Context: an optimization exercise on an open-source flow, tuned for small area, a short achievable clock period and few clock cycles. The choices shown serve that exercise and are no tape-out recipe. No functional check of the RTL was part of any run shown here.

### design.v
`timescale 1ns/1ns
module Riscv_core
    (
        input                   clk,
        input                   rst_n,
        output  [13:0]          rom_addr,    
        input   [31:0]          inst,
        output  [31:0]          dmem_addr,   
        input   [31:0]          dmem_rdata,  
        output  [31:0]          dmem_wdata,  
        output  [3:0]           dmem_wmask   
    );
    integer     k;
    reg  [31:2] pc_f;
    reg         d_valid;
    reg  [31:0] d_ir;
    reg  [31:2] d_pc;
    reg  [31:2] e_pc, e_tgt;
    reg  [31:0] e_a, e_b, e_imm;
    reg  [4:0]  e_rd;
    reg  [2:0]  e_f3;
    reg         e_alt;       
    reg         e_use_b;     
    reg         e_wen, e_aluop, e_load, e_store, e_jal, e_jalr;
    reg         e_lui, e_auipc, e_mul, e_div;
    reg  [31:0] m_val, m_wdata;
    reg  [4:0]  m_rd;
    reg  [2:0]  m_f3;
    reg         m_wen, m_load, m_store, m_neg;
    reg  [31:0] rf [1:31];
    wire [31:0] op2   = e_use_b ? e_b : e_imm;
    wire        sub   = (e_aluop & ((e_use_b & e_alt & (e_f3 == 3'b000)) |
                                               (e_f3 == 3'b010) | (e_f3 == 3'b011)));
    wire [32:0] sum   = {1'b0, e_a} + {1'b0, op2 ^ {32{sub}}} + {32'd0, sub};
    wire        ltu   = ~sum[32];
    wire        lts   = (e_a[31] != op2[31]) ? e_a[31] : sum[31];
    wire        sh_left = ~e_f3[2];
    wire        sh_fill = e_alt & e_f3[2] & e_a[31];
    reg  [31:0] sh_v, sh_out;
    always @(*) begin
        for (k = 0; k < 32; k = k + 1) sh_v[k] = sh_left ? e_a[31-k] : e_a[k];
        if (op2[4]) sh_v = {{16{sh_fill}}, sh_v[31:16]};
        if (op2[3]) sh_v = {{8{sh_fill}},  sh_v[31:8]};
        if (op2[2]) sh_v = {{4{sh_fill}},  sh_v[31:4]};
        if (op2[1]) sh_v = {{2{sh_fill}},  sh_v[31:2]};
        if (op2[0]) sh_v = {sh_fill,       sh_v[31:1]};
        for (k = 0; k < 32; k = k + 1) sh_out[k] = sh_left ? sh_v[31-k] : sh_v[k];
    end
    reg  [31:0] alu_out;
    always @(*) begin
        case (e_f3)
            3'b000: alu_out = sum[31:0];
            3'b001: alu_out = sh_out;
            3'b010: alu_out = {31'd0, lts};
            3'b011: alu_out = {31'd0, ltu};
            3'b100: alu_out = e_a ^ op2;
            3'b101: alu_out = sh_out;
            3'b110: alu_out = e_a | op2;
            default: alu_out = e_a & op2;
        endcase
    end
    wire [31:2] pc4    = e_pc + 30'd1;
    wire        redirect = e_jalr;
    wire [31:2] redirect_pc = sum[31:2];
    reg  [31:0] e_res;
    always @(*) begin
        if (e_jal | e_jalr)  e_res = {pc4, 2'b00};
        else if (e_lui)      e_res = e_imm;
        else if (e_auipc)    e_res = {e_tgt, 2'b00};
        else if (e_aluop)    e_res = alu_out;
        else                 e_res = sum[31:0];       
    end
    reg  [4:0]  md_cnt;
    wire        m_sa = (e_f3[1:0] == 2'b01) | (e_f3[1:0] == 2'b10);    
    wire        m_sb = (e_f3[1:0] == 2'b01);                            
    reg  [33:0] mh;            
    reg  [23:0] ml;            
    reg         mprev;         
    wire        m_last3 = (md_cnt[1:0] == 2'd3);
    wire        m_top  = m_last3 & ~m_sb & e_b[7];
    wire [41:0] m_as   = {{10{m_sa & e_a[31]}}, e_a};
    wire [8:0]  m_bits = {e_b[7:0], mprev};
    reg  [41:0] m_row [0:3];
    reg  [41:0] m_x;
    reg         m_one, m_two, m_ng;
    reg  [41:0] m_sel;
    always @(*) begin
        m_x = m_top ? {m_as[33:0], 8'd0} : 42'd0;
        for (k = 0; k < 4; k = k + 1) begin
            m_one = m_bits[2*k+1] ^ m_bits[2*k];
            m_two = (m_bits[2*k+2] & ~m_bits[2*k+1] & ~m_bits[2*k]) |
                    (~m_bits[2*k+2] & m_bits[2*k+1] & m_bits[2*k]);
            m_ng  = m_bits[2*k+2];
            m_sel = ({42{m_one}} & m_as) | ({42{m_two}} & {m_as[40:0], 1'b0});
            m_row[k] = (m_sel ^ {42{m_ng}}) << (2 * k);
            m_x[2*k] = m_ng;
        end
    end
    wire [41:0] m_hin  = {{8{mh[33]}}, mh};
    wire [41:0] m_s1 = m_hin ^ m_row[0] ^ m_row[1];
    wire [41:0] m_c1 = {(m_hin[40:0] & m_row[0][40:0]) | (m_hin[40:0] & m_row[1][40:0]) |
                        (m_row[0][40:0] & m_row[1][40:0]), 1'b0};
    wire [41:0] m_s2 = m_row[2] ^ m_row[3] ^ m_x;
    wire [41:0] m_c2 = {(m_row[2][40:0] & m_row[3][40:0]) | (m_row[2][40:0] & m_x[40:0]) |
                        (m_row[3][40:0] & m_x[40:0]), 1'b0};
    wire [41:0] m_s3 = m_s1 ^ m_c1 ^ m_s2;
    wire [41:0] m_c3 = {(m_s1[40:0] & m_c1[40:0]) | (m_s1[40:0] & m_s2[40:0]) |
                        (m_c1[40:0] & m_s2[40:0]), 1'b0};
    wire [41:0] m_s4 = m_s3 ^ m_c3 ^ m_c2;
    wire [41:0] m_c4 = {(m_s3[40:0] & m_c3[40:0]) | (m_s3[40:0] & m_c2[40:0]) |
                        (m_c3[40:0] & m_c2[40:0]), 1'b0};
    wire [41:0] m_sum  = m_s4 + m_c4;
    wire        m_rest = (e_b[31:7] == 25'd0) | (m_sb & (e_b[31:7] == {25{1'b1}}));
    wire        mul_end = m_last3 | m_rest;
    wire [63:0] m_ext = {{22{m_sum[41]}}, m_sum};
    reg  [63:0] m_p;
    always @(*) begin
        case (md_cnt[1:0])
            2'd0:    m_p = m_ext;
            2'd1:    m_p = {m_ext[55:0], ml[23:16]};
            2'd2:    m_p = {m_ext[47:0], ml[23:8]};
            default: m_p = {m_ext[39:0], ml};
        endcase
    end
    wire [31:0] mul_out = (e_f3[1:0] == 2'b00) ? m_p[31:0] : m_p[63:32];
    wire        d_signed = ~e_f3[0];
    wire        d_na  = d_signed & e_a[31];
    wire        d_nb  = d_signed & e_b[31];
    wire        d_bz  = (e_b == 32'd0);
    wire [31:0] d_ca  = d_na ? ~e_a : e_a;
    wire [31:0] d_cb  = d_nb ? ~e_b : e_b;
    wire [5:0]  d_lza, d_lzb;
    Lzc32 u_lza (.v(d_ca), .lz(d_lza));
    Lzc32 u_lzb (.v(d_cb), .lz(d_lzb));
    wire [6:0]  d_nq  = {1'b0, d_lzb} - {1'b0, d_lza} + (d_na ? 7'd2 : 7'd1);
    wire [4:0]  d_n   = (d_bz | (~d_nq[6] & (d_nq[5:0] > 6'd32))) ? 5'd16 :
                        d_nq[6] ? 5'd0 : (d_nq[5:0] + 6'd1) >> 1;
    reg  [31:0] d_r, d_q;
    reg  [4:0]  d_left;
    wire [31:0] d_ua  = d_na ? -e_a : e_a;
    wire [63:0] d_rot = {d_ua, d_ua} >> {d_n[3:0], 1'b0};
    reg  [31:0] d_r0, d_q0;
    always @(*) begin
        for (k = 0; k < 32; k = k + 1) begin
            d_r0[k] = (k < 32 - 2 * d_n) ? d_rot[k] : 1'b0;
            d_q0[k] = (k < 32 - 2 * d_n) ? 1'b0 : d_rot[k];
        end
    end
    wire [32:0] d_nd = d_nb ? {1'b1, e_b} : {1'b1, ~e_b};
    reg  [31:0] d_r1, d_q1;
    reg  [32:0] d_t, d_diff;
    always @(*) begin
        d_r1 = d_r;
        d_q1 = d_q;
        for (k = 0; k < 2; k = k + 1) begin
            d_t    = {d_r1, d_q1[31]};
            d_diff = d_t + d_nd + {32'd0, ~d_nb};
            d_q1   = {d_q1[30:0], ~d_diff[32]};
            d_r1   = d_diff[32] ? d_t[31:0] : d_diff[31:0];
        end
    end
    wire        d_zero  = (d_n == 5'd0);
    wire [31:0] div_out = d_c0 ? (e_f3[1] ? e_a : 32'd0) : (e_f3[1] ? d_r1 : d_q1);
    wire        div_neg = ~d_c0 & (e_f3[1] ? d_na : ((d_na ^ d_nb) & ~d_bz));
    wire        d_c0 = (md_cnt == 5'd0);
    wire        e_done = ~(e_mul | e_div) | (e_mul & mul_end) |
                         (e_div & (d_c0 ? d_zero : (d_left == 5'd1)));
    always @(posedge clk or negedge rst_n) begin
        if (!rst_n)
            md_cnt <= 5'd0;
        else if (e_done)
            md_cnt <= 5'd0;
        else
            md_cnt <= md_cnt + 5'd1;
    end
    wire        m_go = e_mul & ~e_done;
    always @(posedge clk) begin
        mh    <= m_go ? m_sum[41:8] : 34'd0;
        ml    <= {m_sum[7:0], ml[23:8]};
        mprev <= m_go & e_b[7];
        if (d_c0) begin
            d_r    <= d_r0;
            d_q    <= d_q0;
            d_left <= d_n;
        end else begin
            d_r    <= d_r1;
            d_q    <= d_q1;
            d_left <= d_left - 5'd1;
        end
    end
    assign dmem_addr  = m_val;
    assign dmem_wdata = m_wdata;
    reg  [3:0]  wmask;
    always @(*) begin
        case (m_f3[1:0])
            2'b00:   wmask = 4'b0001 << m_val[1:0];
            2'b01:   wmask = m_val[1] ? 4'b1100 : 4'b0011;
            default: wmask = 4'b1111;
        endcase
    end
    assign dmem_wmask = m_store ? wmask : 4'b0000;
    reg  [7:0]  ld_b;
    reg  [15:0] ld_h;
    reg  [31:0] ld_data;
    always @(*) begin
        case (m_val[1:0])
            2'b00: ld_b = dmem_rdata[7:0];
            2'b01: ld_b = dmem_rdata[15:8];
            2'b10: ld_b = dmem_rdata[23:16];
            default: ld_b = dmem_rdata[31:24];
        endcase
        ld_h = m_val[1] ? dmem_rdata[31:16] : dmem_rdata[15:0];
        case (m_f3[1:0])
            2'b00:   ld_data = {{24{~m_f3[2] & ld_b[7]}}, ld_b};
            2'b01:   ld_data = {{16{~m_f3[2] & ld_h[15]}}, ld_h};
            default: ld_data = dmem_rdata;
        endcase
    end
    wire [31:0] wb = m_load ? ld_data : m_neg ? -m_val : m_val;
    always @(posedge clk) begin
        if (m_wen)
            rf[m_rd] <= wb;
    end
    always @(posedge clk or negedge rst_n) begin
        if (!rst_n) begin
            m_wen   <= 1'b0;
            m_load  <= 1'b0;
            m_store <= 1'b0;
        end else begin
            m_wen   <= e_done & e_wen;
            m_load  <= e_done & e_load;
            m_store <= e_done & e_store;
        end
    end
    always @(posedge clk) begin
        m_val   <= e_mul ? mul_out : e_div ? div_out : e_res;
        m_neg   <= e_div & div_neg;
        m_rd    <= e_rd;
        m_f3    <= e_f3;
        case (e_f3[1:0])
            2'b00:   m_wdata <= {4{e_b[7:0]}};
            2'b01:   m_wdata <= {2{e_b[15:0]}};
            default: m_wdata <= e_b;
        endcase
    end
    wire [6:0]  op   = d_ir[6:0];
    wire [4:0]  rs1  = d_ir[19:15];
    wire [4:0]  rs2  = d_ir[24:20];
    wire [4:0]  rd   = d_ir[11:7];
    wire        d_r_type  = (op == 7'b0110011);
    wire        d_i_alu   = (op == 7'b0010011);
    wire        d_ld      = (op == 7'b0000011);
    wire        d_st      = (op == 7'b0100011);
    wire        d_br      = (op == 7'b1100011);
    wire        d_jal     = (op == 7'b1101111);
    wire        d_jalr    = (op == 7'b1100111);
    wire        d_lui     = (op == 7'b0110111);
    wire        d_auipc   = (op == 7'b0010111);
    wire        d_m       = d_r_type & d_ir[25];
    reg  [31:0] d_imm;
    always @(*) begin
        if (d_st)
            d_imm = {{20{d_ir[31]}}, d_ir[31:25], d_ir[11:7]};
        else if (d_br)
            d_imm = {{20{d_ir[31]}}, d_ir[7], d_ir[30:25], d_ir[11:8], 1'b0};
        else if (d_jal)
            d_imm = {{12{d_ir[31]}}, d_ir[19:12], d_ir[20], d_ir[30:21], 1'b0};
        else if (d_lui | d_auipc)
            d_imm = {d_ir[31:12], 12'd0};
        else
            d_imm = {{20{d_ir[31]}}, d_ir[31:20]};
    end
    wire        use1 = ~(d_lui | d_auipc | d_jal);
    wire        use2 = d_r_type | d_st | d_br;
    wire        e_late = e_load | e_mul | e_div;
    reg  [31:0] rf1, rf2;
    always @(*) begin
        rf1 = 32'd0;
        rf2 = 32'd0;
        for (k = 1; k < 32; k = k + 1) begin
            rf1 = rf1 | ({32{rs1 == k}} & rf[k]);
            rf2 = rf2 | ({32{rs2 == k}} & rf[k]);
        end
    end
    wire        fe1 = e_wen & (e_rd == rs1);
    wire        fe2 = e_wen & (e_rd == rs2);
    wire        fm1 = m_wen & (m_rd == rs1);
    wire        fm2 = m_wen & (m_rd == rs2);
    wire [31:0] rv1 = (rs1 == 5'd0) ? 32'd0 : fe1 ? e_res : fm1 ? wb : rf1;
    wire [31:0] rv2 = (rs2 == 5'd0) ? 32'd0 : fe2 ? e_res : fm2 ? wb : rf2;
    wire        m_late = m_load | m_neg;
    wire        hazard = d_valid & ((e_wen & e_late &
                                     ((use1 & (rs1 == e_rd)) | (use2 & (rs2 == e_rd)))) |
                                    (d_br & ((fe1 & (rs1 != 5'd0)) | (fe2 & (rs2 != 5'd0)) |
                                             (m_late & fm1 & (rs1 != 5'd0)) |
                                             (m_late & fm2 & (rs2 != 5'd0)))));
    wire        go   = e_done & ~redirect & ~hazard;    
    wire        take = go & d_valid;
    wire [31:0] bv1 = (rs1 == 5'd0) ? 32'd0 : fm1 ? m_val : rf1;
    wire [31:0] bv2 = (rs2 == 5'd0) ? 32'd0 : fm2 ? m_val : rf2;
    wire [32:0] b_diff = {1'b0, bv1} - {1'b0, bv2};
    wire        b_ltu = b_diff[32];
    wire        b_lt  = (bv1[31] != bv2[31]) ? bv1[31] : b_diff[31];
    wire        b_eq  = (bv1 == bv2);
    wire        b_c   = d_ir[14] ? (d_ir[13] ? b_ltu : b_lt) : b_eq;
    wire [31:2] d_tgt  = d_pc + d_imm[31:2];
    wire        d_pred = d_jal | (d_br & (b_c ^ d_ir[12]));
    assign rom_addr = pc_f[15:2];
    always @(posedge clk or negedge rst_n) begin
        if (!rst_n) begin
            pc_f     <= 30'd0;
            d_valid  <= 1'b0;
            e_wen    <= 1'b0;
            e_aluop  <= 1'b0;
            e_load   <= 1'b0;
            e_store  <= 1'b0;
            e_jal    <= 1'b0;
            e_jalr   <= 1'b0;
            e_lui    <= 1'b0;
            e_auipc  <= 1'b0;
            e_mul    <= 1'b0;
            e_div    <= 1'b0;
        end else if (e_done) begin
            if (redirect) begin
                pc_f    <= redirect_pc;
                d_valid <= 1'b0;
            end else if (~hazard) begin
                if (d_valid & d_pred) begin
                    pc_f    <= d_tgt;
                    d_valid <= 1'b0;
                end else begin
                    pc_f    <= pc_f + 30'd1;
                    d_valid <= 1'b1;
                end
            end
            e_wen    <= take & (rd != 5'd0) &
                        (d_r_type | d_i_alu | d_ld | d_jal | d_jalr | d_lui | d_auipc);
            e_aluop  <= take & ((d_r_type & ~d_ir[25]) | d_i_alu);
            e_load   <= take & d_ld;
            e_store  <= take & d_st;
            e_jal    <= take & d_jal;
            e_jalr   <= take & d_jalr;
            e_lui    <= take & d_lui;
            e_auipc  <= take & d_auipc;
            e_mul    <= take & d_m & ~d_ir[14];
            e_div    <= take & d_m & d_ir[14];
        end
    end
    always @(posedge clk) begin
        if (go & ~(d_valid & d_pred)) begin
            d_ir <= inst;
            d_pc <= pc_f;
        end
        if (e_done) begin
            e_pc    <= d_pc;
            e_tgt   <= d_tgt;
            e_a     <= rv1;
            e_b     <= rv2;
            e_imm   <= d_imm;
            e_rd    <= rd;
            e_f3    <= d_ir[14:12];
            e_alt   <= d_ir[30];
            e_use_b <= d_r_type | d_br;
        end else if (e_mul) begin
            e_b     <= {{8{m_sb & e_b[31]}}, e_b[31:8]};
        end
    end
endmodule
module Lzc32
    (
        input  [31:0] v,
        output [5:0]  lz
    );
    wire        z16 = ~|v[31:16];
    wire [15:0] v16 = z16 ? v[15:0] : v[31:16];
    wire        z8  = ~|v16[15:8];
    wire [7:0]  v8  = z8 ? v16[7:0] : v16[15:8];
    wire        z4  = ~|v8[7:4];
    wire [3:0]  v4  = z4 ? v8[3:0] : v8[7:4];
    wire        z2  = ~|v4[3:2];
    wire [1:0]  v2  = z2 ? v4[1:0] : v4[3:2];
    wire        z1  = ~v2[1];
    assign lz = (z16 & z8 & z4 & z2 & ~v2[1] & ~v2[0]) ? 6'd32 : {1'b0, z16, z8, z4, z2, z1};
endmodule
### flow/run.sh
#!/bin/bash
# Standard layout, with the timing repair aiming for a setup margin.
cp standard.sh standard_sh.txt
cp config.mk config_mk_my.txt
echo "export SETUP_SLACK_MARGIN = 16" >> config.mk
bash standard.sh > standard.log 2>&1
### standard.sh
#!/bin/bash
# synth_recipe.tcl (not shown) runs the flow's synth.tcl, then flattens the netlist and writes it again
# the make line also repeats each setting of config.mk as NAME=value (left out here)
make -C /OpenROAD-flow-scripts/flow DESIGN_CONFIG=/design/flow/config.mk WORK_HOME=/design/flow/orfs CLKGATE_MAP_FILE= SYNTH_SCRIPT=/design/flow/synth_recipe.tcl "${@:-finish}"
### config.mk
export PLATFORM = sky130hd
export DESIGN_NAME = Riscv_core
export DESIGN_NICKNAME = Riscv_core
export VERILOG_FILES = /design/flow/design.v
export SDC_FILE = /design/flow/constraint.sdc
export NUM_CORES = 8
export LEC_CHECK = 0
export ABC_AREA = 1
export CAP_MARGIN = 30
export CORE_MARGIN = 2
export CORE_UTILIZATION = 45
export PLACE_DENSITY = 0.6
export SLEW_MARGIN = 20
export SETUP_SLACK_MARGIN = 16
### constraint.sdc
create_clock -name core_clock -period 24.0 [get_ports {clk}]
set_input_delay 4.8000 -clock core_clock [delete_from_list [all_inputs] [get_ports {clk}]]
set_output_delay 4.8000 -clock core_clock [all_outputs]
set_load 0.01 [all_outputs]
==> impl_metrics.env, run 1 <==
export IMPL_status="complete, no violations"
export IMPL_synthDominantCellAreaShare=0.384
export IMPL_required_ns=24.72
export IMPL_totalWireLength_mm=514
export IMPL_synth_enable_flop_cells=1220
export IMPL_routedWlPerCell_um=34.9
export IMPL_post_synth_cell_area_avg_um2=8.24
export IMPL_post_synth_main_area_contributors="sky130_fd_sc_hd__edfxtp_1 38%, sky130_fd_sc_hd__nand2_1 10%, sky130_fd_sc_hd__inv_1 5.4%"
export IMPL_met2RoutedLength_mm=224
export IMPL_unrepaired_setup_endpoints_after_global_routing="no"
export IMPL_synthTopCellsByCount="2617 x sky130_fd_sc_hd__nand2_1, 1376 x sky130_fd_sc_hd__inv_1, 1220 x sky130_fd_sc_hd__edfxtp_1, 1025 x sky130_fd_sc_hd__nand3_1, 797 x sky130_fd_sc_hd__nor2_1"
export IMPL_tritoncts="done"
export IMPL_yosys_area_top_type="sky130_fd_sc_hd__edfxtp_1"
export IMPL_fp_row_count=169
export IMPL_setup_worst_path_end_class="register"
export IMPL_setup_slack_after_placement_ns=13.75
export IMPL_timing_worst_setup_path_type="reg -> reg"
export IMPL_finalNetCount=12300
export IMPL_syn_inst=11600
export IMPL_synthMostInstantiatedCell="sky130_fd_sc_hd__nand2_1"
export IMPL_drt_antenna_violating_nets=0
export IMPL_finish_utilization=0.511
export IMPL_die_ar_mm2=0.216
export IMPL_ios=148
export IMPL_critical_path_max_stage_delay_ns=0.92
export IMPL_wl_met1_mm=173
export IMPL_timing_worst_slew_pin_value_ns=1.12
export IMPL_grt_first_pass_wirelength_mm=701
export IMPL_clock_fmax_mhz=126
export IMPL_cts_sink_cnt=1470
export IMPL_routed_via_density=6.52
export IMPL_synth_seq_cells=1470
export IMPL_crit_path_frequent_cell="sky130_fd_sc_hd__nand2_1"
export IMPL_drive_gt1_frac=0.0745
export IMPL_firstDrtPassIters=9
export IMPL_route_vias_total=95900
export IMPL_insertion_delay_ns=0.89
export IMPL_grt_util_all_layers=0.461
export IMPL_cp_data_arrival_time_ns=8.67
export IMPL_io_buffer_count=147
export IMPL_netlist_area_mm2=0.0955
export IMPL_synth_seq_area_share=0.439
export IMPL_worst_slew_margin_rel=0.251
export IMPL_finalWorstPathRequiredPeriod_ns=7.95
export IMPL_core_area_mm2=0.211
export IMPL_ys_warnings_count=2
export IMPL_cells_on_worst_hold_path=0
export IMPL_clock_tree_buffer_depth=3
export IMPL_synth_top_flop_cell="sky130_fd_sc_hd__edfxtp_1"
export IMPL_reg2reg_depth=33
export IMPL_initial_antenna_violation_count=45
export IMPL_setup_worst_path_start_class="register"
export IMPL_routed_top_layer="met5"
export IMPL_hold_class="reg -> reg"
export IMPL_finalCritPeriodShare=0.331
export IMPL_critical_path_max_fanout=31
export IMPL_met3RoutedLength_mm=57.6
export IMPL_dieHeight_um=465
export IMPL_detail_route_drc_violations=0
export IMPL_synth_async_reset_ratio=0.0333
export IMPL_initial_utilization=0.452
export IMPL_path_clk_slew_ns=0.07
export IMPL_dp_hpwl_mm=381
export IMPL_timing_final_max_slew_violations=0
export IMPL_ctsHoldBuffers=0
export IMPL_final_critical_path_setup_slack_ns=16.05
export IMPL_clock_buffer_count_from_cts=164
export IMPL_max_cap_viol_count=0
export IMPL_gpl_final_weighted_congestion=1.08
export IMPL_grt_pass1_vias=89800
export IMPL_dr_first_iter_drc_count=15700
export IMPL_fp_dieW_um=465
export IMPL_ctsRootBufferMaster="sky130_fd_sc_hd__clkbuf_16"
export IMPL_synth_net_count=12100
export IMPL_synth_cell_type_count=77
export IMPL_clock_skew_ns=0.0638
export IMPL_htree_levels=4
export IMPL_grt_max_degree=74
export IMPL_globalRoute_totalOverflow=0
export IMPL_slowest_stage="sky130_fd_sc_hd__clkinv_1"
export IMPL_area_growth_synth_to_finish_pct=13.1
export IMPL_final_hold_violation_count=0
export IMPL_setup_total_negative_slack_ns=0
export IMPL_setup_viol=0
routing by layer:
layer / vias up / global-route usage
met3: 2328 / 0.122
li1: 40400 / -
met2: 7438 / 0.705
met5: - / 0
met1: 45700 / 0.529
met4: 38 / 0.418
sequential cells by signal, indices dropped and copies added (netlist names), 24 cells and up:
register	count
d_q	32
e_b	32
e_pc	30
pc_f	30
e_tgt	30
e_a	32
m_val	32
mh	34
m_wdata	32
rf	992
d_pc	30
d_r	32
e_imm	32
ml	24
d_ir	32
area by class of cell:
type | instances | area (µm²)
Multi-Input combinational cell | 8133 | 47000
Clock buffer | 198 | 4280
Sequential cell | 1470 | 41900
Inverter | 1427 | 5410
Fill cell | 20200 | 103000
Timing Repair inverter | 3 | 22.5
Antenna cell | 23 | 57.6
Timing Repair Buffer | 541 | 4710
Tap cell | 2821 | 3530
Clock inverter | 99 | 1070
kinds of logic (layout without fill, tap and decap cells):
family                     count (synthesis)  after routing  synth area share
buffers and inverters                   1994           2268            0.0800
AOI/OAI and AO/OA                       2434           2434             0.158
other                                      0             23                 0
xor gates and xnor gates                 433            433            0.0397
and+or+nand+nor                         4810           4816             0.213
adders and majority gates                450            450            0.0706
DFF                                     1470           1470             0.439
critical path, delay by kind of cell (launching register included):
kind	cells	cell delay (ns)
compound gates	12	2.11
buf+inv	8	2.96
fa+ha+maj	2	0.57
simple gates	11	1.70
flops	1	0.32
stage by stage:
stage / hold slack, ns / cells / instance area, µm²
2_1_floorplan: 0.331 / 11600 / 95500
3_3_place_gp: 0.334 / 14300 / 101000
3_5_place_dp: 0.336 / 14300 / 101000
4_1_cts: 0.355 / 14600 / 107000
5_1_grt: 0.365 / 14700 / 108000
6_report: 0.353 / 14700 / 108000
timing repair:
action                                 CTS  global route
gates cloned                             5             7
setup endpoints to repair              439           435
setup buffers                            7            26
gates resized for setup                 51            75
endpoints found under the hold margin    0             0
pin swaps                                3             8
path summary, 6_finish.rpt:
check,from,end,slack [ns]
max,d_ir[19],pc_f[18],16.05
min,ml[11],ml[3],0.35
max reg2reg,d_ir[19],pc_f[18],16.05
min reg2reg,ml[11],ml[3],0.35
max in group asynchronous,rst_n,e_load,19.34
min in group asynchronous,rst_n,pc_f[11],4.10
placed cells by master, fill, tap and decap left out, types with 41 or more instances in the layout:
master	instances
sky130_fd_sc_hd__a21oi_1	521
sky130_fd_sc_hd__clkdlybuf4s50_1	146
sky130_fd_sc_hd__clkbuf_16	169
sky130_fd_sc_hd__o221ai_1	91
sky130_fd_sc_hd__o2111ai_1	52
sky130_fd_sc_hd__nand2_1	2607
sky130_fd_sc_hd__dfrtp_1	49
sky130_fd_sc_hd__nor2_4	41
sky130_fd_sc_hd__dfxtp_1	201
sky130_fd_sc_hd__xor2_1	355
sky130_fd_sc_hd__o21ai_0	735
sky130_fd_sc_hd__nor3_1	76
sky130_fd_sc_hd__fa_1	148
sky130_fd_sc_hd__o22ai_1	342
sky130_fd_sc_hd__nor2_1	752
sky130_fd_sc_hd__a2111oi_0	45
sky130_fd_sc_hd__ha_1	301
sky130_fd_sc_hd__nor4_1	55
sky130_fd_sc_hd__o211ai_1	100
sky130_fd_sc_hd__a221oi_1	171
sky130_fd_sc_hd__xnor2_1	61
sky130_fd_sc_hd__a31oi_1	42
sky130_fd_sc_hd__nand4_1	124
sky130_fd_sc_hd__buf_4	344
sky130_fd_sc_hd__inv_1	1363
sky130_fd_sc_hd__nand3_1	1013
sky130_fd_sc_hd__edfxtp_1	1220
sky130_fd_sc_hd__clkinv_1	53
sky130_fd_sc_hd__a211oi_1	77
==> run 2: changes to the inputs <==
==> flow/run.sh (replaced) <==
#!/bin/bash
# Standard layout, with the timing repair aiming for a setup margin.
cp standard.sh standard_sh.txt
cp config.mk config_mk_my.txt
echo "export SETUP_SLACK_MARGIN = 17" >> config.mk
bash standard.sh > standard.log 2>&1
--- a/config.mk
+++ b/config.mk
@@ -11,4 +11,4 @@
 export CORE_UTILIZATION = 45
 export PLACE_DENSITY = 0.6
 export SLEW_MARGIN = 20
-export SETUP_SLACK_MARGIN = 16
+export SETUP_SLACK_MARGIN = 17
==> impl_metrics.env, run 2 <==
export IMPL_dp_hpwl_mm=387
export IMPL_grt_busiest_layer="met2"
export IMPL_dieHeight_um=465
export IMPL_timing_final_max_slew_violations=0
export IMPL_post_synth_main_area_contributors="sky130_fd_sc_hd__edfxtp_1 38%, sky130_fd_sc_hd__nand2_1 10%, sky130_fd_sc_hd__inv_1 5.4%"
export IMPL_synth_net_count=12100
export IMPL_path_clk_slew_ns=0.07
export IMPL_grt_max_degree=86
export IMPL_gpl_final_weighted_congestion=1.06
export IMPL_synth_seq_area_share=0.439
export IMPL_cells_on_worst_hold_path=0
export IMPL_finalCritPeriodShare=0.302
export IMPL_cp_data_arrival_time_ns=7.88
export IMPL_critical_path_max_stage_delay_ns=0.73
export IMPL_ctsRootBufferMaster="sky130_fd_sc_hd__clkbuf_16"
export IMPL_max_cap_viol_count=0
export IMPL_route_vias_total=98800
export IMPL_whs_ns=0.353
export IMPL_globalRouteMet1Util=0.557
export IMPL_totalWireLength_mm=533
export IMPL_clock_skew_ns=0.0731
export IMPL_synthMostInstantiatedCell="sky130_fd_sc_hd__nand2_1"
export IMPL_grtUsageMet3=0.143
export IMPL_min_to="ml[0]"
export IMPL_nFillCells=19800
export IMPL_regToRegSetupSlack_ns=16.76
export IMPL_worstHoldStart="ml[8]"
export IMPL_setup_viol=0
export IMPL_area_growth_synth_to_finish_pct=17.8
export IMPL_netlist_area_mm2=0.0955
export IMPL_dr_first_iter_drc_count=16600
export IMPL_crit_path_frequent_cell="sky130_fd_sc_hd__nand2_1"
export IMPL_cts_sink_cnt=1470
export IMPL_core_area_mm2=0.211
export IMPL_gr_usage_met2=0.713
export IMPL_final_cell_mix="2546 x sky130_fd_sc_hd__nand2_1, 1331 x sky130_fd_sc_hd__inv_1, 1220 x sky130_fd_sc_hd__edfxtp_1"
export IMPL_timing_worst_setup_path_type="reg -> reg"
export IMPL_post_synth_cell_area_avg_um2=8.24
export IMPL_globalRoute_totalOverflow=0
export IMPL_synthDominantCellAreaShare=0.384
export IMPL_critical_path_max_fanout=31
export IMPL_htree_levels=4
export IMPL_max_flop_register="rf"
export IMPL_tritoncts="done"
export IMPL_max_reg_flops=992
export IMPL_worst_r2r_startpoint="d_ir[21]"
export IMPL_die_ar_mm2=0.216
export IMPL_fp_dieW_um=465
export IMPL_fp_row_count=169
export IMPL_firstDrtPassIters=10
export IMPL_initial_antenna_violation_count=35
export IMPL_io_buffer_count=147
export IMPL_initial_utilization=0.452
export IMPL_setup_total_negative_slack_ns=0
export IMPL_insertion_delay_ns=0.88
export IMPL_number_of_cells_after_detailed_placement=14300
export IMPL_clock_fmax_mhz=138
export IMPL_finalNetCount=12400
export IMPL_routed_via_density=6.63
export IMPL_dpl_instance_area_mm2=0.101
export IMPL_synth_async_reset_ratio=0.0333
export IMPL_required_ns=24.64
export IMPL_routedWlPerCell_um=35.8
export IMPL_final_hold_violation_count=0
export IMPL_top_regs="rf: 992 flops, mh: 34 flops"
export IMPL_reg2reg_depth=32
export IMPL_synthTopCellsByCount="2617 x sky130_fd_sc_hd__nand2_1, 1376 x sky130_fd_sc_hd__inv_1, 1220 x sky130_fd_sc_hd__edfxtp_1, 1025 x sky130_fd_sc_hd__nand3_1, 797 x sky130_fd_sc_hd__nor2_1"
export IMPL_synth_enable_flop_cells=1220
export IMPL_final_common_cell="sky130_fd_sc_hd__nand2_1"
export IMPL_yosys_area_top_type="sky130_fd_sc_hd__edfxtp_1"
export IMPL_drive_gt1_frac=0.114
export IMPL_crit_reg2reg_capture="d_pc[22]"
export IMPL_hold_class="reg -> reg"
export IMPL_syn_inst=11600
export IMPL_grt_first_pass_wirelength_mm=724
export IMPL_setup_worst_path_end_class="register"
export IMPL_synth_seq_cells=1470
export IMPL_clock_buffer_count_from_cts=162
export IMPL_finalWorstPathRequiredPeriod_ns=7.24
export IMPL_worst_slew_margin_rel=0.149
export IMPL_grt_util_all_layers=0.477
export IMPL_unrepaired_setup_endpoints_after_global_routing="yes"
export IMPL_ctsHoldBuffers=0
export IMPL_setup_worst_path_start_class="register"
export IMPL_layout_cells_non_filler=14900
export IMPL_timing_worst_slew_pin_value_ns=1.27
export IMPL_grt_pass1_vias=92300
export IMPL_detail_route_drc_violations=0
export IMPL_clock_tree_buffer_depth=3
export IMPL_synth_top_flop_cell="sky130_fd_sc_hd__edfxtp_1"
export IMPL_drt_antenna_violating_nets=0
export IMPL_slowest_stage="sky130_fd_sc_hd__a2111oi_0"
export IMPL_synth_cell_type_count=77
export IMPL_ys_warnings_count=2
export IMPL_ios=148
export IMPL_layout_cell_area_non_filler_mm2=0.112
export IMPL_status="complete, no violations"
run 2: worst max-delay path: cells and delay by family (launching register included):
family                   cells  cell delay (ns)
adder cells (fa/ha/maj)      2             0.60
AND/OR/NAND/NOR             11             1.71
flip-flops                   1             0.52
buffers and inverters        8             1.81
AO/OA/AOI/OAI               11             2.25
run 2: how the worst max path moves through the flow:
| stage | slack, ns | start | endpoint | cells after the start |
|---|---|---|---|---|
| CTS | 16.95 | m_val[0] | dmem_wmask[0] | 8 |
| detailed placement | 13.60 | e_f3[0] | d_ir[19] | 39 |
| floorplan | 16.69 | dmem_rdata[15] | e_a[19] | 12 |
| global route | 16.67 | d_ir[21] | d_pc[22] | 34 |
| global placement | 13.61 | e_f3[0] | pc_f[31] | 39 |
| finish | 16.76 | d_ir[21] | d_pc[22] | 32 |
run 2: routing by layer:
metal  routed length [µm]  vias to the layer above
met1               179000                    47000
met2               226000                     8532
met5                  189                        -
met3                68900                     2492
met4                59200                       26
li1                     -                    40800
run 2: cells by family after synthesis:
family                   count (synthesis)  synth area share
AND/OR/NAND/NOR                       4810             0.213
AO/OA/AOI/OAI                         2434             0.158
buffers and inverters                 1994            0.0800
flip-flops                            1470             0.439
adder cells (fa/ha/maj)                450            0.0706
XOR/XNOR                               433            0.0397
run 2: per-stage QoR:
step / setup slack, ns / utilization
floorplan: 16.69 / -
global placement: 13.61 / 0.479
detailed placement: 13.60 / 0.480
CTS: 16.95 / 0.523
global route: 16.67 / 0.532
finish: 16.76 / 0.532
run 2: layout make-up:
class	instances	area (µm²)	area share
clock buffers	198	4250	0.0378
multi-input cells	8137	48800	0.434
clock inverters	99	1130	0.0101
repair buffers	721	7150	0.0636
inverters	1427	5560	0.0494
well taps	2821	3530	0.0314
flip-flops and latches	1470	41900	0.373
diodes	24	60.1	0.000534
repair inverters	6	45.0	0.000401
run 2: what timing repair did:
action,CTS,global route
pin swaps,66,64
setup buffers,137,50
gates resized for setup,452,263
setup endpoints to repair,518,382
gates cloned,29,17
hold endpoints to repair,0,0
==> run 3: changes to the inputs <==
--- a/design.v
+++ b/design.v
@@ -15,14 +15,13 @@
     reg         d_valid;
     reg  [31:0] d_ir;
     reg  [31:2] d_pc;
-    reg  [31:2] e_pc, e_tgt;
     reg  [31:0] e_a, e_b, e_imm;
     reg  [4:0]  e_rd;
     reg  [2:0]  e_f3;
     reg         e_alt;       
     reg         e_use_b;     
-    reg         e_wen, e_aluop, e_load, e_store, e_jal, e_jalr;
-    reg         e_lui, e_auipc, e_mul, e_div;
+    reg         e_wen, e_aluop, e_load, e_store, e_mul, e_div;
+    reg         e_useimm;    
     reg  [31:0] m_val, m_wdata;
     reg  [4:0]  m_rd;
     reg  [2:0]  m_f3;
@@ -59,14 +58,9 @@
             default: alu_out = e_a & op2;
         endcase
     end
-    wire [31:2] pc4    = e_pc + 30'd1;
-    wire        redirect = e_jalr;
-    wire [31:2] redirect_pc = sum[31:2];
     reg  [31:0] e_res;
     always @(*) begin
-        if (e_jal | e_jalr)  e_res = {pc4, 2'b00};
-        else if (e_lui)      e_res = e_imm;
-        else if (e_auipc)    e_res = {e_tgt, 2'b00};
+        if (e_useimm)        e_res = e_imm;
         else if (e_aluop)    e_res = alu_out;
         else                 e_res = sum[31:0];       
     end
@@ -291,10 +285,11 @@
     wire        m_late = m_load | m_neg;
     wire        hazard = d_valid & ((e_wen & e_late &
                                      ((use1 & (rs1 == e_rd)) | (use2 & (rs2 == e_rd)))) |
-                                    (d_br & ((fe1 & (rs1 != 5'd0)) | (fe2 & (rs2 != 5'd0)) |
-                                             (m_late & fm1 & (rs1 != 5'd0)) |
+                                    ((d_br | d_jalr) & ((fe1 & (rs1 != 5'd0)) |
+                                                        (m_late & fm1 & (rs1 != 5'd0)))) |
+                                    (d_br & ((fe2 & (rs2 != 5'd0)) |
                                              (m_late & fm2 & (rs2 != 5'd0)))));
-    wire        go   = e_done & ~redirect & ~hazard;    
+    wire        go   = e_done & ~hazard;    
     wire        take = go & d_valid;
     wire [31:0] bv1 = (rs1 == 5'd0) ? 32'd0 : fm1 ? m_val : rf1;
     wire [31:0] bv2 = (rs2 == 5'd0) ? 32'd0 : fm2 ? m_val : rf2;
@@ -304,7 +299,10 @@
     wire        b_eq  = (bv1 == bv2);
     wire        b_c   = d_ir[14] ? (d_ir[13] ? b_ltu : b_lt) : b_eq;
     wire [31:2] d_tgt  = d_pc + d_imm[31:2];
-    wire        d_pred = d_jal | (d_br & (b_c ^ d_ir[12]));
+    wire [31:0] d_jt   = bv1 + d_imm;
+    wire        d_pred = d_jal | d_jalr | (d_br & (b_c ^ d_ir[12]));
+    wire [31:2] d_npc  = d_jalr ? d_jt[31:2] : d_tgt;
+    wire [31:0] d_val  = (d_jal | d_jalr) ? {pc_f, 2'b00} : d_auipc ? {d_tgt, 2'b00} : d_imm;
     assign rom_addr = pc_f[15:2];
     always @(posedge clk or negedge rst_n) begin
         if (!rst_n) begin
@@ -314,19 +312,13 @@
             e_aluop  <= 1'b0;
             e_load   <= 1'b0;
             e_store  <= 1'b0;
-            e_jal    <= 1'b0;
-            e_jalr   <= 1'b0;
-            e_lui    <= 1'b0;
-            e_auipc  <= 1'b0;
+            e_useimm <= 1'b0;
             e_mul    <= 1'b0;
             e_div    <= 1'b0;
         end else if (e_done) begin
-            if (redirect) begin
-                pc_f    <= redirect_pc;
-                d_valid <= 1'b0;
-            end else if (~hazard) begin
+            if (~hazard) begin
                 if (d_valid & d_pred) begin
-                    pc_f    <= d_tgt;
+                    pc_f    <= d_npc;
                     d_valid <= 1'b0;
                 end else begin
                     pc_f    <= pc_f + 30'd1;
@@ -338,25 +330,20 @@
             e_aluop  <= take & ((d_r_type & ~d_ir[25]) | d_i_alu);
             e_load   <= take & d_ld;
             e_store  <= take & d_st;
-            e_jal    <= take & d_jal;
-            e_jalr   <= take & d_jalr;
-            e_lui    <= take & d_lui;
-            e_auipc  <= take & d_auipc;
+            e_useimm <= take & (d_jal | d_jalr | d_lui | d_auipc);
             e_mul    <= take & d_m & ~d_ir[14];
             e_div    <= take & d_m & d_ir[14];
         end
     end
     always @(posedge clk) begin
-        if (go & ~(d_valid & d_pred)) begin
+        if (go) begin
             d_ir <= inst;
             d_pc <= pc_f;
         end
         if (e_done) begin
-            e_pc    <= d_pc;
-            e_tgt   <= d_tgt;
             e_a     <= rv1;
             e_b     <= rv2;
-            e_imm   <= d_imm;
+            e_imm   <= d_val;
             e_rd    <= rd;
             e_f3    <= d_ir[14:12];
             e_alt   <= d_ir[30];
--- a/config.mk
+++ b/config.mk
@@ -5,7 +5,7 @@
 export SDC_FILE = /design/flow/constraint.sdc
 export NUM_CORES = 8
 export LEC_CHECK = 0
-export ABC_AREA = 1
+export ABC_AREA = 0
 export CAP_MARGIN = 30
 export CORE_MARGIN = 2
 export CORE_UTILIZATION = 45
==> impl_metrics.env, run 3 <==
export IMPL_yosys_area_top_type="sky130_fd_sc_hd__edfxtp_1"
export IMPL_synth_seq_cells=1407
export IMPL_insertion_delay_ns=0.88
export IMPL_synth_enable_flop_cells=1160
export IMPL_drive_gt1_frac=0.218
export IMPL_max_flop_register="rf"
export IMPL_routed_via_density=7.71
export IMPL_worst_slew_margin_rel=0.199
export IMPL_layout_cell_area_non_filler_mm2=0.119
export IMPL_synth_compound_area_share=0.268
export IMPL_path_clk_slew_ns=0.08
export IMPL_final_common_cell="sky130_fd_sc_hd__edfxtp_1"
export IMPL_hold_class="reg -> reg"
export IMPL_grt_util_all_layers=0.516
export IMPL_clock_fmax_mhz=132
export IMPL_grt_first_pass_wirelength_mm=771
export IMPL_max_reg_flops=992
export IMPL_synth_top_flop_cell="sky130_fd_sc_hd__edfxtp_1"
export IMPL_synth_seq_area_share=0.423
export IMPL_synth_top_family_by_area="compound AO/OA/AOI/OAI gates"
export IMPL_timing_final_max_slew_violations=0
export IMPL_post_synth_cell_area_avg_um2=9.83
export IMPL_ctsHoldBuffers=0
export IMPL_final_critical_path_setup_slack_ns=16.41
export IMPL_fp_row_count=168
export IMPL_setup_total_negative_slack_ns=0
export IMPL_setup_worst_path_start_class="register"
export IMPL_number_of_cells_after_detailed_placement=12100
export IMPL_nFillCells=17800
export IMPL_post_synth_and_or_nand_nor_area_fraction=0.123
export IMPL_grt_pass1_vias=91400
export IMPL_fp_dieW_um=462
export IMPL_critical_path_max_stage_delay_ns=0.50
export IMPL_route_vias_total=101000
export IMPL_unrepaired_setup_endpoints_after_global_routing="yes"
export IMPL_clock_skew_ns=0.0779
export IMPL_firstDrtPassIters=13
export IMPL_initial_utilization=0.452
export IMPL_multi_input_area_mm2=0.0564
export IMPL_ctsRootBufferMaster="sky130_fd_sc_hd__clkbuf_16"
export IMPL_ios=148
export IMPL_critical_path_max_fanout=28
export IMPL_io_buffer_count=147
export IMPL_yosys_mux_area_fraction=0.0341
export IMPL_synthMostInstantiatedCell="sky130_fd_sc_hd__edfxtp_1"
export IMPL_initial_antenna_violation_count=57
export IMPL_timing_worst_setup_path_type="reg -> reg"
export IMPL_htree_levels=4
export IMPL_dieHeight_um=462
export IMPL_setup_slack_after_placement_ns=12.41
export IMPL_slowest_stage="sky130_fd_sc_hd__fa_2"
export IMPL_synth_adder_area_share=0.0751
export IMPL_gpl_final_weighted_congestion=1.08
export IMPL_setup_viol=0
export IMPL_top_regs="rf: 992 flops, mh: 34 flops"
export IMPL_setup_worst_path_end_class="register"
export IMPL_synthTopCellsByCount="1160 x sky130_fd_sc_hd__edfxtp_1, 702 x sky130_fd_sc_hd__a21oi_1, 648 x sky130_fd_sc_hd__nor2_1, 626 x sky130_fd_sc_hd__clkbuf_1, 609 x sky130_fd_sc_hd__nand2_1"
export IMPL_cp_data_arrival_time_ns=8.24
export IMPL_finalWorstPathRequiredPeriod_ns=7.59
export IMPL_clock_tree_buffer_depth=3
export IMPL_whs_ns=0.350
export IMPL_routedWlPerCell_um=44.5
export IMPL_dr_first_iter_drc_count=20800
export IMPL_ys_warnings_count=2
export IMPL_seqCellArea_mm2=0.0400
export IMPL_final_cell_mix="1160 x sky130_fd_sc_hd__edfxtp_1, 639 x sky130_fd_sc_hd__buf_4, 623 x sky130_fd_sc_hd__a21oi_1"
export IMPL_max_cap_viol_count=0
export IMPL_layout_cells_non_filler=13100
export IMPL_finalNetCount=10600
export IMPL_totalWireLength_mm=581
export IMPL_synth_async_reset_ratio=0.0327
export IMPL_required_ns=24.65
export IMPL_detail_route_drc_violations=0
export IMPL_drt_antenna_violating_nets=0
export IMPL_dp_hpwl_mm=362
export IMPL_globalRoute_totalOverflow=0
export IMPL_syn_inst=9621
export IMPL_dpl_instance_area_mm2=0.100
export IMPL_final_hold_violation_count=0
export IMPL_synthDominantCellAreaShare=0.368
export IMPL_timing_worst_slew_pin_value_ns=1.20
export IMPL_area_growth_synth_to_finish_pct=25.7
export IMPL_status="complete, no violations"
export IMPL_core_area_mm2=0.209
export IMPL_finalCritPeriodShare=0.316
export IMPL_die_ar_mm2=0.214
export IMPL_tritoncts="done"
export IMPL_synth_xor_xnor_area_share=0.0301
export IMPL_clock_buffer_count_from_cts=157
export IMPL_synth_net_count=10200
export IMPL_cts_sink_cnt=1407
export IMPL_synth_cell_type_count=123
export IMPL_post_synth_main_area_contributors="sky130_fd_sc_hd__edfxtp_1 37%, sky130_fd_sc_hd__ha_1 4.4%, sky130_fd_sc_hd__a22oi_1 4.3%"
export IMPL_netlist_area_mm2=0.0946
export IMPL_regToRegSetupSlack_ns=16.41
export IMPL_grt_max_degree=70
run 3: cell types whose count changed in the layout (fill, tap and decap cells not counted), sizes merged, moves of 236 or more:
| cell | before | now |
|---|---|---|
| inv | 1382 | 311 |
| nand2 | 2637 | 611 |
| a22oi | 6 | 542 |
| buf | 550 | 898 |
| nand3 | 1027 | 280 |
| a22o | 21 | 257 |
| xor2 | 371 | 95 |
| o21ai | 784 | 548 |
run 3: cell type report:
cell class                 instances  share of cell area
antenna                           43            0.000905
clock buffer                     198              0.0349
clock inverter                    90             0.00937
inverter                         338              0.0122
multi-input combinational       7076               0.474
sequential                      1407               0.337
tap                             2805              0.0295
timing repair buffer            1090               0.102
timing repair inverter             5            0.000431
run 3: worst max-delay path: cells and delay by family (launching register included):
kind	cells	cell delay [ns]
compound gates	13	2.57
buf+inv	13	2.26
fa+ha+maj	5	1.38
simple gates	6	0.71
flops	1	0.33
run 3: per-stage QoR:
stage                      util
after detailed placement  0.480
after CTS                 0.548
after global placement    0.479
after floorplan               -
final                     0.569
after global routing      0.568
run 3: logic make-up after synthesis:
logic type	after synthesis
fa+ha+maj	479
compound gates	3596
buf+inv	1143
mux	286
xor+xnor	324
simple gates	2386
flops	1407
run 3: repair_timing:
| action | in CTS | in global routing |
|---|---|---|
| setup endpoints to repair | 404 | 393 |
| cloned | 69 | 13 |
| gates resized for setup | 884 | 499 |
| hold endpoints to repair | 0 | 0 |
| setup buffers | 339 | 163 |
| pin swaps | 188 | 194 |
run 3: worst paths after layout:
check                         from         to  depth (start not counted)
setup / recovery           e_a[12]      e_mul                         37
hold / removal              ml[19]     ml[11]                          0
setup reg to reg           e_a[12]      e_mul                         37
hold reg to reg             ml[19]     ml[11]                          0
max in group asynchronous    rst_n    e_aluop                          2
min in group asynchronous    rst_n  md_cnt[4]                          2
run 3: per-layer routing:
layer | global-route usage | part of all wire
met1 | 0.600 | 0.33
met2 | 0.718 | 0.40
met3 | 0.214 | 0.15
met4 | 0.477 | 0.12
met5 | 0.00290 | 0.00052
==> run 4: changes to the inputs <==
--- a/config.mk
+++ b/config.mk
@@ -5,7 +5,7 @@
 export SDC_FILE = /design/flow/constraint.sdc
 export NUM_CORES = 8
 export LEC_CHECK = 0
-export ABC_AREA = 0
+export ABC_AREA = 1
 export CAP_MARGIN = 30
 export CORE_MARGIN = 2
 export CORE_UTILIZATION = 45
==> impl_metrics.env, run 4 <==
export IMPL_firstDrtPassIters=10
export IMPL_grt_max_degree=72
export IMPL_ios=148
export IMPL_timing_worst_setup_path_type="reg -> reg"
export IMPL_final_hold_violation_count=0
export IMPL_clock_fmax_mhz=135
export IMPL_synthMostInstantiatedCell="sky130_fd_sc_hd__nand2_1"
export IMPL_setup_viol=0
export IMPL_synth_seq_cells=1407
export IMPL_io_buffer_count=147
export IMPL_synth_top_flop_cell="sky130_fd_sc_hd__edfxtp_1"
export IMPL_status="complete, no violations"
export IMPL_dpl_instance_area_mm2=0.101
export IMPL_max_cap_viol_count=0
export IMPL_globalRoute_totalOverflow=0
export IMPL_insertion_delay_ns=0.90
export IMPL_synthDominantCellAreaShare=0.368
export IMPL_initial_utilization=0.452
export IMPL_die_ar_mm2=0.214
export IMPL_core_area_mm2=0.209
export IMPL_timing_worst_slew_pin_value_ns=1.38
export IMPL_cts_sink_cnt=1407
export IMPL_synth_enable_flop_cells=1160
export IMPL_ys_warnings_count=2
export IMPL_final_common_cell="sky130_fd_sc_hd__nand2_1"
export IMPL_cp_data_arrival_time_ns=8.15
export IMPL_drt_antenna_violating_nets=0
export IMPL_initial_antenna_violation_count=60
export IMPL_slowest_stage="sky130_fd_sc_hd__a2111oi_2"
export IMPL_finalCritPeriodShare=0.308
export IMPL_grt_first_pass_wirelength_mm=763
export IMPL_post_synth_main_area_contributors="sky130_fd_sc_hd__edfxtp_1 37%, sky130_fd_sc_hd__nand2_1 11%, sky130_fd_sc_hd__inv_1 5.4%"
export IMPL_top_regs="rf: 992 flops, mh: 34 flops"
export IMPL_dp_hpwl_mm=403
export IMPL_clock_skew_ns=0.0927
export IMPL_synthTopCellsByCount="2719 x sky130_fd_sc_hd__nand2_1, 1361 x sky130_fd_sc_hd__inv_1, 1160 x sky130_fd_sc_hd__edfxtp_1, 817 x sky130_fd_sc_hd__nand3_1, 813 x sky130_fd_sc_hd__o21ai_0"
export IMPL_yosys_area_top_type="sky130_fd_sc_hd__edfxtp_1"
export IMPL_path_clk_slew_ns=0.06
export IMPL_netlist_area_mm2=0.0946
export IMPL_layout_cell_area_non_filler_mm2=0.113
export IMPL_routedWlPerCell_um=37.9
export IMPL_routed_via_density=6.78
export IMPL_totalWireLength_mm=572
export IMPL_grt_pass1_vias=93300
export IMPL_synth_cell_type_count=84
export IMPL_ctsHoldBuffers=0
export IMPL_clock_buffer_count_from_cts=159
export IMPL_route_vias_total=102000
export IMPL_max_flop_register="rf"
export IMPL_grt_util_all_layers=0.513
export IMPL_setup_worst_path_start_class="register"
export IMPL_dr_first_iter_drc_count=18900
export IMPL_hold_class="reg -> reg"
export IMPL_area_growth_synth_to_finish_pct=19.9
export IMPL_ctsRootBufferMaster="sky130_fd_sc_hd__clkbuf_16"
export IMPL_critical_path_max_fanout=14
export IMPL_whs_ns=0.353
export IMPL_dieHeight_um=463
export IMPL_finalWorstPathRequiredPeriod_ns=7.39
export IMPL_crit_path_frequent_cell="sky130_fd_sc_hd__nand2_1"
export IMPL_synth_net_count=12200
export IMPL_worst_slew_margin_rel=0.0820
export IMPL_post_synth_cell_area_avg_um2=8.12
export IMPL_detail_route_drc_violations=0
export IMPL_syn_inst=11700
export IMPL_gpl_final_weighted_congestion=1.14
export IMPL_max_reg_flops=992
export IMPL_synth_seq_area_share=0.423
export IMPL_tritoncts="done"
export IMPL_required_ns=24.76
export IMPL_setup_total_negative_slack_ns=0
export IMPL_final_cell_mix="2627 x sky130_fd_sc_hd__nand2_1, 1305 x sky130_fd_sc_hd__inv_1, 1160 x sky130_fd_sc_hd__edfxtp_1"
export IMPL_finish_utilization=0.542
export IMPL_critical_path_max_stage_delay_ns=0.56
export IMPL_drive_gt1_frac=0.134
export IMPL_clock_tree_buffer_depth=3
export IMPL_unrepaired_setup_endpoints_after_global_routing="yes"
export IMPL_setup_worst_path_end_class="register"
export IMPL_finalNetCount=12700
export IMPL_htree_levels=4
export IMPL_synth_async_reset_ratio=0.0327
export IMPL_fp_row_count=168
export IMPL_timing_final_max_slew_violations=0
export IMPL_fp_dieW_um=463
## run 4: cell types whose count changed after synthesis, sizes merged, moves of 151 or more
cell,change
nand2,+2120
xnor2,-157
clkbuf,-178
xor2,+253
o21ai,+282
a22o,-231
o22ai,+209
nor2,+151
a22oi,-507
inv,+1058
nand3,+542
mux2i,-191
## run 4: routing by layer
layer  GRT usage  up-vias  wire [µm]
met5      0.0167        -        614
met4       0.481       42      68700
met3       0.228     2926      86500
met2       0.720     9639     231000
met1       0.577    48200     185000
li1            -    41300          -
## run 4: worst max-delay path, delay by kind of cell, from the launching register on
family          cells  cell delay, ns
compound gates      8            1.54
fa+ha+maj           2            0.57
buf+inv             6            1.45
flops               1            0.53
simple gates       16            3.07
## run 4: final cells by class
| type | count | area, µm² |
|---|---|---|
| clock buffers | 189 | 4200 |
| well taps | 2805 | 3510 |
| clock inverters | 103 | 1440 |
| repair inverters | 6 | 56.3 |
| inverters | 1414 | 5570 |
| diodes | 39 | 97.6 |
| repair buffers | 821 | 8130 |
| flip-flops and latches | 1407 | 40000 |
| fillers | 19400 | 95900 |
| multi-input cells | 8297 | 50500 |
## run 4: path summary, 6_finish.rpt
kind / start / end / slack (ns) / cells after the start
worst min-delay path: ml[11] / ml[3] / 0.35 / 0
min in group asynchronous: rst_n / pc_f[30] / 3.98 / 2
max in group asynchronous: rst_n / e_mul / 19.39 / 3
worst max-delay path: d_ir[20] / pc_f[10] / 16.61 / 32
worst max register to register: d_ir[20] / pc_f[10] / 16.61 / 32
worst min register to register: ml[11] / ml[3] / 0.35 / 0
## run 4: kinds of logic after synthesis
family          after synthesis  synth area share
xor+xnor                    420            0.0397
flops                      1407             0.423
simple gates               4779             0.212
fa+ha+maj                   479            0.0751
buf+inv                    1965            0.0796
compound gates             2603             0.170
mux                           4          0.000423
## run 4: stage by stage
| stage | instances | setup slack (ns) |
|---|---|---|
| detailed placement | 14400 | 13.62 |
| global route | 15100 | 16.51 |
| CTS | 14900 | 16.78 |
| finish | 15100 | 16.61 |
| floorplan | 11700 | 16.96 |
| global placement | 14400 | 13.65 |
## run 4: timing repair
item / in CTS / in global routing
pin swaps: 32 / 106
gates resized for setup: 436 / 511
cloned: 27 / 30
setup endpoints to repair: 677 / 443
buffers inserted: 115 / 115

-- static timing again, ports no longer ideal --
The flow's constraints put no driver on any port. The routed layouts listed below were extracted and timed again, unchanged, in two steps.
Step 1, drivers: a clkbuf_16 drives clk and a buf_2 each remaining input, both assumed.
Step 2, shift: input delay + t, output delay - t, t = (earliest + latest rising clock arrival at the registers) / 2. This alone moves slack from input paths to output paths.
Slacks: no drivers / after step 1 / after step 2; pairs: no drivers / after step 1.
| run | t (ns) | setup slack, ns | hold WS [ns] | pins driven straight from the clock port |
|---|---|---|---|---|
| run 1 | 0.952 | 16.049 / 15.962 / 15.332 | 0.353 / 0.353 / 0.353 | 1 |
| run 2 | 0.945 | 16.761 / 16.761 / 16.057 | 0.353 / 0.353 / 0.353 | 1 |
| run 3 | 0.948 | 16.411 / 16.411 / 15.854 | 0.350 / 0.350 / 0.350 | 1 |
| run 4 | 0.958 | 16.607 / 16.607 / 16.135 | 0.353 / 0.353 / 0.353 | 1 |
After both steps setup and hold are still met in every run listed. For run 1, which loses most, drivers alone change the setup slack by -0.087 ns; drivers and shift together by -0.717 ns.
